From an optimization exercise on the open Yosys and OpenROAD flow, aimed at small area; shortcuts taken in it are not production practice. At most, simulation tests tie the RTL to the original design; equivalence was not proved.

Design AudioEffects, start of the top module:
module AudioEffects(
input AUD_BCLK,
input rst,
input sw1,
input sw2,
input sw3,
input sw4,
input sw5,
input AUD_ADCDAT,
input AUD_ADCLRCK,
input AUD_DACLRCK,
output AUD_DACDAT
);
Size: roughly 1500 cells after synthesis, roughly 410 flip-flops.
==> flow/config.mk <==
export PLATFORM = sky130hd
export DESIGN_NAME = AudioEffects
export DESIGN_NICKNAME = AudioEffects
export VERILOG_FILES = /design/flow/design.v
export SDC_FILE = /design/flow/constraint.sdc
export NUM_CORES = 4
export LEC_CHECK = 0
export ABC_AREA = 1
export CAP_MARGIN = 20
export CORE_MARGIN = 2
export CORE_UTILIZATION = 40
export CTS_BUF_LIST = sky130_fd_sc_hd__clkbuf_16
export CTS_CLUSTER_DIAMETER = 100
export CTS_CLUSTER_SIZE = 24
export SLEW_MARGIN = 20
==> flow/constraint.sdc <==
create_clock -name core_clock -period 10.0 [get_ports {AUD_BCLK}]
set_input_delay 2.0000 -clock core_clock [delete_from_list [all_inputs] [get_ports {AUD_BCLK}]]
set_output_delay 2.0000 -clock core_clock [all_outputs]
set_load 0.01 [all_outputs]
run.sh (not shown) runs the stock make flow with config.mk's settings and CLKGATE_MAP_FILE= SYNTH_SCRIPT=/design/flow/synth_recipe.tcl, a recipe that flattens the netlist after the stock synthesis.
The first run finished clean.
==> next run, changes <==
--- a/flow/design.v
+++ b/flow/design.v
@@ -83,20 +83,21 @@
 		sr <= {half, sr[14:0], sr[31]};
 	else if (loadLo)
 		sr <= {sr[30:16], half, sr[31]};
 	else
 		sr <= {sr[30:0], sr[31]};
 end
 assign AUD_DACDAT = (s == BITS) ? sr[31] : msb;
 endmodule
 module FxCore(
 input [143:0] x,
+input [15:0] dflt,
 input lpf,
 input hpf,
 input comb,
 input mavg,
 output [15:0] y
 );
 wire [15:0] u0 = {~x[15], x[14:0]};
 wire [15:0] u1 = {~x[31], x[30:16]};
 wire [15:0] u2 = {~x[47], x[46:32]};
 wire [15:0] u3 = {~x[63], x[62:48]};
@@ -377,21 +378,21 @@
 wire fs265;
 wire fc266;
 wire fs267;
 wire fc268;
 wire fs269;
 wire fc270;
 wire fs271;
 wire fc272;
 wire [19:0] sa;
 wire [19:0] sb;
-wire [15:0] p = comb ? u0 : u4;
+wire [15:0] p = comb ? u0 : (lpf | hpf | mavg) ? u4 : {~dflt[15], dflt[14:0]};
 wire [17:0] qa = {18{lpf | mavg}} & oa;
 wire [17:0] qb = {18{lpf | mavg}} & ob;
 wire [17:0] ra = {{2{mavg}} & ea[17:16], ({16{mavg}} & ea[15:0]) | ({16{hpf}} & ~ea[15:0]) | ({16{comb}} & ~u8)};
 wire [17:0] rb = {{2{mavg}} & eb[17:16], ({16{mavg}} & eb[15:0]) | ({16{hpf}} & ~eb[15:0])};
 assign hs1 = u1[0] ^ u3[0];
 assign hc2 = u1[0] & u3[0];
 assign fs3 = u1[1] ^ u3[1] ^ u5[1];
 assign fc4 = (u1[1] & u3[1]) | (u5[1] & (u1[1] ^ u3[1]));
 assign fs5 = u1[2] ^ u3[2] ^ u5[2];
 assign fc6 = (u1[2] & u3[2]) | (u5[2] & (u1[2] ^ u3[2]));
@@ -664,43 +665,34 @@
 assign fs269 = fs233 ^ hc194 ^ fc232;
 assign fc270 = (fs233 & hc194) | (fc232 & (fs233 ^ hc194));
 assign fs271 = fc196 ^ hc198 ^ fc234;
 assign fc272 = (fc196 & hc198) | (fc234 & (fc196 ^ hc198));
 assign sa = {1'b1, fs271, fs269, fs267, fs265, fs263, fs261, fs259, fs257, fs255, fs253, fs251, fs249, fs247, fs245, fs243, fs241, fs239, fs237, hs235};
 assign sb = {fc272, fc270, fc268, fc266, fc264, fc262, fc260, fc258, fc256, fc254, fc252, fc250, fc248, fc246, fc244, fc242, fc240, fc238, hc236, comb};
 wire [20:0] cc;    
 wire [19:0] s0;    
 wire [19:0] s;
 assign cc[0] = 1'b0;
-assign cc[7] = 1'b0;
-assign cc[13] = 1'b0;
+assign cc[12] = 1'b0;
 genvar gi;
 generate for (gi = 0; gi < 20; gi = gi + 1) begin : rca
 	assign s0[gi] = sa[gi] ^ sb[gi] ^ cc[gi];
-	if (gi != 6 && gi != 12)
+	if (gi != 11)
 		assign cc[gi+1] = (sa[gi] & sb[gi]) | (cc[gi] & (sa[gi] ^ sb[gi]));
 end endgenerate
-assign s[6:0] = s0[6:0];
-wire cin7 = (sa[6] & sb[6]) | (cc[6] & (sa[6] ^ sb[6]));
-wire [13:7] ones7;   
-assign ones7[7] = 1'b1;
-generate for (gi = 7; gi < 13; gi = gi + 1) begin : inc7
-	assign ones7[gi+1] = ones7[gi] & s0[gi];
-	assign s[gi] = s0[gi] ^ (cin7 & ones7[gi]);
-end endgenerate
-wire cout13 = (sa[12] & sb[12]) | (cc[12] & (sa[12] ^ sb[12]));
-wire cin13 = cout13 | (cin7 & ones7[13]);
-wire [20:13] ones13;   
-assign ones13[13] = 1'b1;
-generate for (gi = 13; gi < 20; gi = gi + 1) begin : inc13
-	assign ones13[gi+1] = ones13[gi] & s0[gi];
-	assign s[gi] = s0[gi] ^ (cin13 & ones13[gi]);
+assign s[11:0] = s0[11:0];
+wire cin12 = (sa[11] & sb[11]) | (cc[11] & (sa[11] ^ sb[11]));
+wire [20:12] ones12;   
+assign ones12[12] = 1'b1;
+generate for (gi = 12; gi < 20; gi = gi + 1) begin : inc12
+	assign ones12[gi+1] = ones12[gi] & s0[gi];
+	assign s[gi] = s0[gi] ^ (cin12 & ones12[gi]);
 end endgenerate
 wire negfrac = s[19] & (s[2:0] != 3'd0);
 wire [16:0] aones;   
 wire [15:0] avg;
 assign aones[0] = 1'b1;
 genvar ai;
 generate for (ai = 0; ai < 16; ai = ai + 1) begin : div
 	assign aones[ai+1] = aones[ai] & s[ai+3];
 	assign avg[ai] = s[ai+3] ^ (negfrac & aones[ai]);
 end endgenerate
@@ -741,24 +733,24 @@
 		lineL <= {lineL[127:0], adcL};
 	if (shiftR == 1)
 		lineR <= {lineR[127:0], adcR};
 end
 reg [3:0] selD;
 always @(posedge AUD_BCLK)
 	selD <= {sw5, sw4, sw3, sw2};
 wire [3:0] sel = phase ? selD : {sw5, sw4, sw3, sw2};
 wire [143:0] x = phase ? lineR : lineL;
 wire [15:0] dflt = phase ? adcR : adcL;
-wire isFx = (sel == 4'b1000) | (sel == 4'b0100) | (sel == 4'b0010) | (sel == 4'b0001);
-wire [15:0] fx;
-FxCore core(.x(x), .lpf(sel[3]), .hpf(sel[2]), .comb(sel[1]), .mavg(sel[0]), .y(fx));
-wire [15:0] half = isFx ? fx : dflt;
+wire [15:0] half;
+FxCore core(.x(x), .dflt(dflt),
+	.lpf(sel == 4'b1000), .hpf(sel == 4'b0100), .comb(sel == 4'b0010), .mavg(sel == 4'b0001),
+	.y(half));
 AudioDAC myDAC(
 .AUD_BCLK(AUD_BCLK),
 .rst(rst),
 .AUD_DACLRCK(AUD_DACLRCK),
 .half(half),
 .load(dacLoad),
 .loadLo(phase),
 .AUD_DACDAT(dacBit)
 );
 assign AUD_DACDAT = sw1 & dacBit;
What happened: Maximum frequency falls by 8.1%. Worst hold slack is better by 0.011 ns. Setup slack is worse by 0.77 ns. Core utilization rises by 0.46 points. Routed wire length falls by 4.1%.
No functional check of the RTL was part of any run of this note.

* * *

Setup of run A:
Another version of the RTL of AudioEffects (not shown whole).
For scale: about 420 flip-flops, ~11 I/O pins, roughly 20000 sq um of cells after synthesis.
## AudioEffects
module AudioEffects(
input AUD_BCLK,
input rst,
input sw1,
input sw2,
input sw3,
input sw4,
input sw5,
input AUD_ADCDAT,
input AUD_ADCLRCK,
input AUD_DACLRCK,
output AUD_DACDAT
);
wire [31:0] adcData;
wire dacLoad;
wire phase;         
wire dacBit;
AudioADC myADC(
.AUD_BCLK(AUD_BCLK),
.rst(rst),
.AUD_ADCLRCK(AUD_ADCLRCK),
.AUD_ADCDAT(AUD_ADCDAT),
.data(adcData)
);
reg [143:0] lineL;    
reg [159:0] lineR;    
always @(posedge AUD_BCLK)
begin
	if (AUD_DACLRCK == 1)
		begin
			lineL <= {lineL[127:0], adcData[31:16]};
			lineR <= {lineR[143:0], adcData[15:0]};
		end
end
reg [3:0] selD;
always @(posedge AUD_BCLK)
	selD <= {sw5, sw4, sw3, sw2};
wire [3:0] sel = phase ? selD : {sw5, sw4, sw3, sw2};
wire isFx = (sel == 4'b1000) | (sel == 4'b0100) | (sel == 4'b0010) | (sel == 4'b0001);
wire [143:0] x = phase ? lineR[159:16] : lineL;
wire [15:0] dflt = phase ? lineR[15:0] : adcData[31:16];
wire [15:0] fx;
FxCore core(.x(x), .lpf(sel[3]), .hpf(sel[2]), .comb(sel[1]), .mavg(sel[0]), .y(fx));
wire [15:0] half = isFx ? fx : dflt;
AudioDAC myDAC(
.AUD_BCLK(AUD_BCLK),
.rst(rst),
.AUD_DACLRCK(AUD_DACLRCK),
.half(half),
.load(dacLoad),
.loadLo(phase),
.AUD_DACDAT(dacBit)
);
assign AUD_DACDAT = sw1 & dacBit;
endmodule
clock: 10.0 ns
lec_check: 0
cap_margin: 20
core_margin: 2
core_utilization: 40
slew_margin: 20
The final layout from run A, which completed every stage, passed the timing, design-rule and antenna checks at the end of the flow.
#### Input delta (run X over run A)
--- a/flow/design.v
+++ b/flow/design.v
@@ -650,21 +650,28 @@
 assign fs265 = fs229 ^ hc186 ^ fc228;
 assign fc266 = (fs229 & hc186) | (fc228 & (fs229 ^ hc186));
 assign fs267 = fs231 ^ fc190 ^ fc230;
 assign fc268 = (fs231 & fc190) | (fc230 & (fs231 ^ fc190));
 assign fs269 = fs233 ^ hc194 ^ fc232;
 assign fc270 = (fs233 & hc194) | (fc232 & (fs233 ^ hc194));
 assign fs271 = fc196 ^ hc198 ^ fc234;
 assign fc272 = (fc196 & hc198) | (fc234 & (fc196 ^ hc198));
 assign sa = {1'b1, fs271, fs269, fs267, fs265, fs263, fs261, fs259, fs257, fs255, fs253, fs251, fs249, fs247, fs245, fs243, fs241, fs239, fs237, hs235};
 assign sb = {fc272, fc270, fc268, fc266, fc264, fc262, fc260, fc258, fc256, fc254, fc252, fc250, fc248, fc246, fc244, fc242, fc240, fc238, hc236, comb};
-wire [19:0] s = sa + sb;
+wire [20:0] cc;
+wire [19:0] s;
+assign cc[0] = 1'b0;
+genvar gi;
+generate for (gi = 0; gi < 20; gi = gi + 1) begin : rca
+	assign s[gi] = sa[gi] ^ sb[gi] ^ cc[gi];
+	assign cc[gi+1] = (sa[gi] & sb[gi]) | (cc[gi] & (sa[gi] ^ sb[gi]));
+end endgenerate
 wire negfrac = s[19] & (s[2:0] != 3'd0);
 wire [15:0] avg = s[18:3] + negfrac;
 assign y = mavg ? avg : s[15:0];
 endmodule
 module AudioEffects(
 input AUD_BCLK,
 input rst,
 input sw1,
 input sw2,
 input sw3,
## What came out
Area fraction in and, or, nand and nor cells after synthesis is higher on run A. From run A to run X the numbers moved as follows: final hold slack essentially unchanged, met3 track utilization from global routing +0.76 points. [flow] run X | stages: complete | final checks: fail | reason: setup timing. Run comparison: run A termination of the worst setup path myDAC.dataCopy[15]; run X termination of the worst setup path myDAC.dataCopy[21]. Compared with run A, run X shows a wire length that is about 3.3% lower. | shortest period the worst path allows | run X vs run A | 2.58 ns higher |. Share of the synthesized area in compound gates (AO/OA/AOI/OAI) is higher on run A.

* * *

Setup of 11-02:
Another version of the RTL of AudioEffects (not shown whole).
For scale: ~1200 cells after synthesis, roughly 410 flip-flops, roughly 18000 sq um of cells after synthesis.
Settings: LEC_CHECK=0, ABC_AREA=1, CAP_MARGIN=20, CORE_MARGIN=2, CORE_UTILIZATION=40, CTS_BUF_LIST=sky130_fd_sc_hd__clkbuf_16, CTS_CLUSTER_DIAMETER=110, CTS_CLUSTER_SIZE=30, SLEW_MARGIN=20; clock period 10.0 ns.
standard.sh (not shown) runs the stock make flow with config.mk's settings and CLKGATE_MAP_FILE= SYNTH_SCRIPT=/design/flow/synth_recipe.tcl, a recipe that flattens the netlist after the stock synthesis.
==> flow/flow/run.sh <==
#!/bin/bash
# Own layout flow: the standard flow (standard.sh) with three changes.
#  - Synthesis is synth_recipe.tcl unchanged except that its ABC call (the
#    mapping of the logic between the registers to cells, after the
#    registers are mapped) uses the area-oriented script abc_amap.script.
#  - The clock tree is built without dummy loads, from clusters of up to
#    30 sinks.
#  - The ports are buffered with buf_1 cells.
# standard.sh's output goes to standard.log, each ORFS step's to orfs/logs.
set -euo pipefail
here=$(pwd)
{
  echo 'proc abc {args} {'
  echo '  set i [lsearch $args -script]'
  echo "  if {\$i >= 0} { lset args [expr {\$i + 1}] $here/flow/abc_amap.script }"
  echo '  yosys abc {*}$args'
  echo '}'
  cat synth_recipe.tcl
} > flow/area_synth.tcl
grep -q 'SYNTH_SCRIPT=' standard.sh
sed "s#SYNTH_SCRIPT=[^ ]*#SYNTH_SCRIPT=$here/flow/area_synth.tcl#" standard.sh > flow/standard_area.sh
export CTS_ARGS="-sink_clustering_enable -repair_clock_nets -sink_clustering_size 30 -sink_clustering_max_diameter 110 -buf_list sky130_fd_sc_hd__clkbuf_16 -dont_use_dummy_load"
export BUFFER_PORTS_ARGS="-buffer_cell sky130_fd_sc_hd__buf_1"
bash flow/standard_area.sh > standard.log 2>&1
==> flow/flow/abc_amap.script <==
strash
dch
amap
topo
==> flow/flow/area_synth.tcl <==
proc abc {args} {
  set i [lsearch $args -script]
  if {$i >= 0} { lset args [expr {$i + 1}] /design/flow/flow/abc_amap.script }
  yosys abc {*}$args
}
proc synth {args} { yosys synth -nofsm -noshare {*}$args }
source $::env(SCRIPTS_DIR)/synth.tcl
# left out here: clear keep_hierarchy, flatten, clean up, hide names made inside functions, write 1_2_yosys.v
==> flow/flow/standard_area.sh <==
#!/bin/bash
# The standard flow's own layout of this design, on the ORFS make targets given (by default finish). After
# finish it leaves the final layout's DEF at /design/flow/out/final.def.
set -euo pipefail
make -C /OpenROAD-flow-scripts/flow DESIGN_CONFIG=/design/flow/config.mk WORK_HOME=/design/flow/orfs CLKGATE_MAP_FILE= SYNTH_SCRIPT=/design/flow/flow/area_synth.tcl ABC_AREA=1 CAP_MARGIN=20 CORE_MARGIN=2 CORE_UTILIZATION=40 CTS_BUF_LIST=sky130_fd_sc_hd__clkbuf_16 CTS_CLUSTER_DIAMETER=110 CTS_CLUSTER_SIZE=30 SLEW_MARGIN=20 "${@:-finish}"
if [[ -f /design/flow/orfs/results/sky130hd/AudioEffects/base/6_final.odb ]]; then
  : # left out here: write the final layout as DEF
fi
In summary, 11-02 completed successfully, with a layout that passed the timing, design-rule and antenna checks.
Edits applied to the flow inputs when going from 11-02 to 04-03:
diff --git a/flow/design.v b/flow/design.v
--- a/flow/design.v
+++ b/flow/design.v
@@ -621,41 +621,41 @@
 assign fc242 = (fs205 & hc166) | (fc204 & (fs205 ^ hc166));
 assign fs243 = fc168 ^ hc170 ^ fc206;
 assign fc244 = (fc168 & hc170) | (fc206 & (fc168 ^ hc170));
 assign sa = {1'b1, fs243, fs241, fs239, fs237, fs235, fs233, fs231, fs229, fs227, fs225, fs223, fs221, fs219, fs217, fs215, fs213, fs211, fs209, hs207};
 assign sb = {fc244, fc242, fc240, fc238, fc236, fc234, fc232, fc230, fc228, fc226, fc224, fc222, fc220, fc218, fc216, fc214, fc212, fc210, hc208, comb};
 wire [20:0] cc;    
 wire [19:0] s0;    
 wire [19:0] s;
 assign cc[0] = 1'b0;
-assign cc[6] = 1'b0;
-assign cc[12] = 1'b0;
+assign cc[8] = 1'b0;
+assign cc[14] = 1'b0;
 genvar gi;
 generate for (gi = 0; gi < 20; gi = gi + 1) begin : rca
 	assign s0[gi] = sa[gi] ^ sb[gi] ^ cc[gi];
-	if (gi != 5 && gi != 11)
+	if (gi != 7 && gi != 13)
 		assign cc[gi+1] = (sa[gi] & sb[gi]) | (cc[gi] & (sa[gi] ^ sb[gi]));
 end endgenerate
-assign s[5:0] = s0[5:0];
-wire cin6 = (sa[5] & sb[5]) | (cc[5] & (sa[5] ^ sb[5]));
-wire [12:6] ones6;   
-assign ones6[6] = 1'b1;
-generate for (gi = 6; gi < 12; gi = gi + 1) begin : inc6
-	assign ones6[gi+1] = ones6[gi] & s0[gi];
-	assign s[gi] = s0[gi] ^ (cin6 & ones6[gi]);
+assign s[7:0] = s0[7:0];
+wire cin8 = (sa[7] & sb[7]) | (cc[7] & (sa[7] ^ sb[7]));
+wire [14:8] ones8;   
+assign ones8[8] = 1'b1;
+generate for (gi = 8; gi < 14; gi = gi + 1) begin : inc8
+	assign ones8[gi+1] = ones8[gi] & s0[gi];
+	assign s[gi] = s0[gi] ^ (cin8 & ones8[gi]);
 end endgenerate
-wire cout12 = (sa[11] & sb[11]) | (cc[11] & (sa[11] ^ sb[11]));
-wire cin12 = cout12 | (cin6 & ones6[12]);
-wire [20:12] ones12;   
-assign ones12[12] = 1'b1;
-generate for (gi = 12; gi < 20; gi = gi + 1) begin : inc12
-	assign ones12[gi+1] = ones12[gi] & s0[gi];
-	assign s[gi] = s0[gi] ^ (cin12 & ones12[gi]);
+wire cout14 = (sa[13] & sb[13]) | (cc[13] & (sa[13] ^ sb[13]));
+wire cin14 = cout14 | (cin8 & ones8[14]);
+wire [20:14] ones14;   
+assign ones14[14] = 1'b1;
+generate for (gi = 14; gi < 20; gi = gi + 1) begin : inc14
+	assign ones14[gi+1] = ones14[gi] & s0[gi];
+	assign s[gi] = s0[gi] ^ (cin14 & ones14[gi]);
 end endgenerate
 wire negfrac = s[19] & (s[2:0] != 3'd0);
 wire [16:0] aones;   
 wire [15:0] avg;
 assign aones[0] = 1'b1;
 genvar ai;
 generate for (ai = 0; ai < 16; ai = ai + 1) begin : div
 	assign aones[ai+1] = aones[ai] & s[ai+3];
 	assign avg[ai] = s[ai+3] ^ (negfrac & aones[ai]);
Notes after the runs:
Worst hold slack (04-03 over 11-02): increase, 0.022 ns. 11-02 leaves more setup margin than 04-03. Re worst endpoint required time: 04-03 is 0.03 ns up on 11-02. Diff 11-02..04-03 | synthesized area | negligible. Count of buffers not belonging to the clock network in the layout sits higher in 04-03 than in 11-02. Where setup slack at placement is concerned, 11-02 is better than 04-03.
Function was not checked in any run of this note: the RTL went through the layout flow alone.

-- what the ideal ports hide --
The flow's constraints put no driver on any port. The routed layouts listed below were extracted and timed again, unchanged, in two steps.
Step 1 (the two cells are an assumption about what drives the block):
set clk [get_ports {AUD_BCLK}]
set_driving_cell -lib_cell sky130_fd_sc_hd__clkbuf_16 $clk
set_driving_cell -lib_cell sky130_fd_sc_hd__buf_2 [delete_from_list [all_inputs] $clk]
Step 2 times the ports against the registers' clock, not the clock port: input delays grow and output delays shrink by t, the midpoint of the rising clock arrivals with the driver on.
Three values: no drivers, after step 1, after step 2; two values: the first two.
run	shift t [ns]	slack for setup (ns)	worst register clock-pin slew, ns	worst slew at a driven data input, ns
the first run of note 1	0.601	1.211 / 1.245 / 0.645	0.11 / 0.11	0.05
the second run of note 1	0.597	0.438 / 0.471 / -0.126	0.11 / 0.11	0.04
run A	0.625	1.599 / 1.620 / 0.994	0.07 / 0.07	0.05
run X	0.625	-0.977 / -0.970 / -1.579	0.07 / 0.07	0.05
11-02	0.571	0.609 / 0.639 / 0.069	0.12 / 0.12	0.05
04-03	0.576	0.502 / 0.532 / -0.044	0.12 / 0.12	0.04
Met with ideal ports but missed after step 2: setup timing in the second run of note 1 and 04-03. For run A, which loses most, drivers alone change the setup slack by +0.021 ns; drivers and shift together by -0.605 ns.
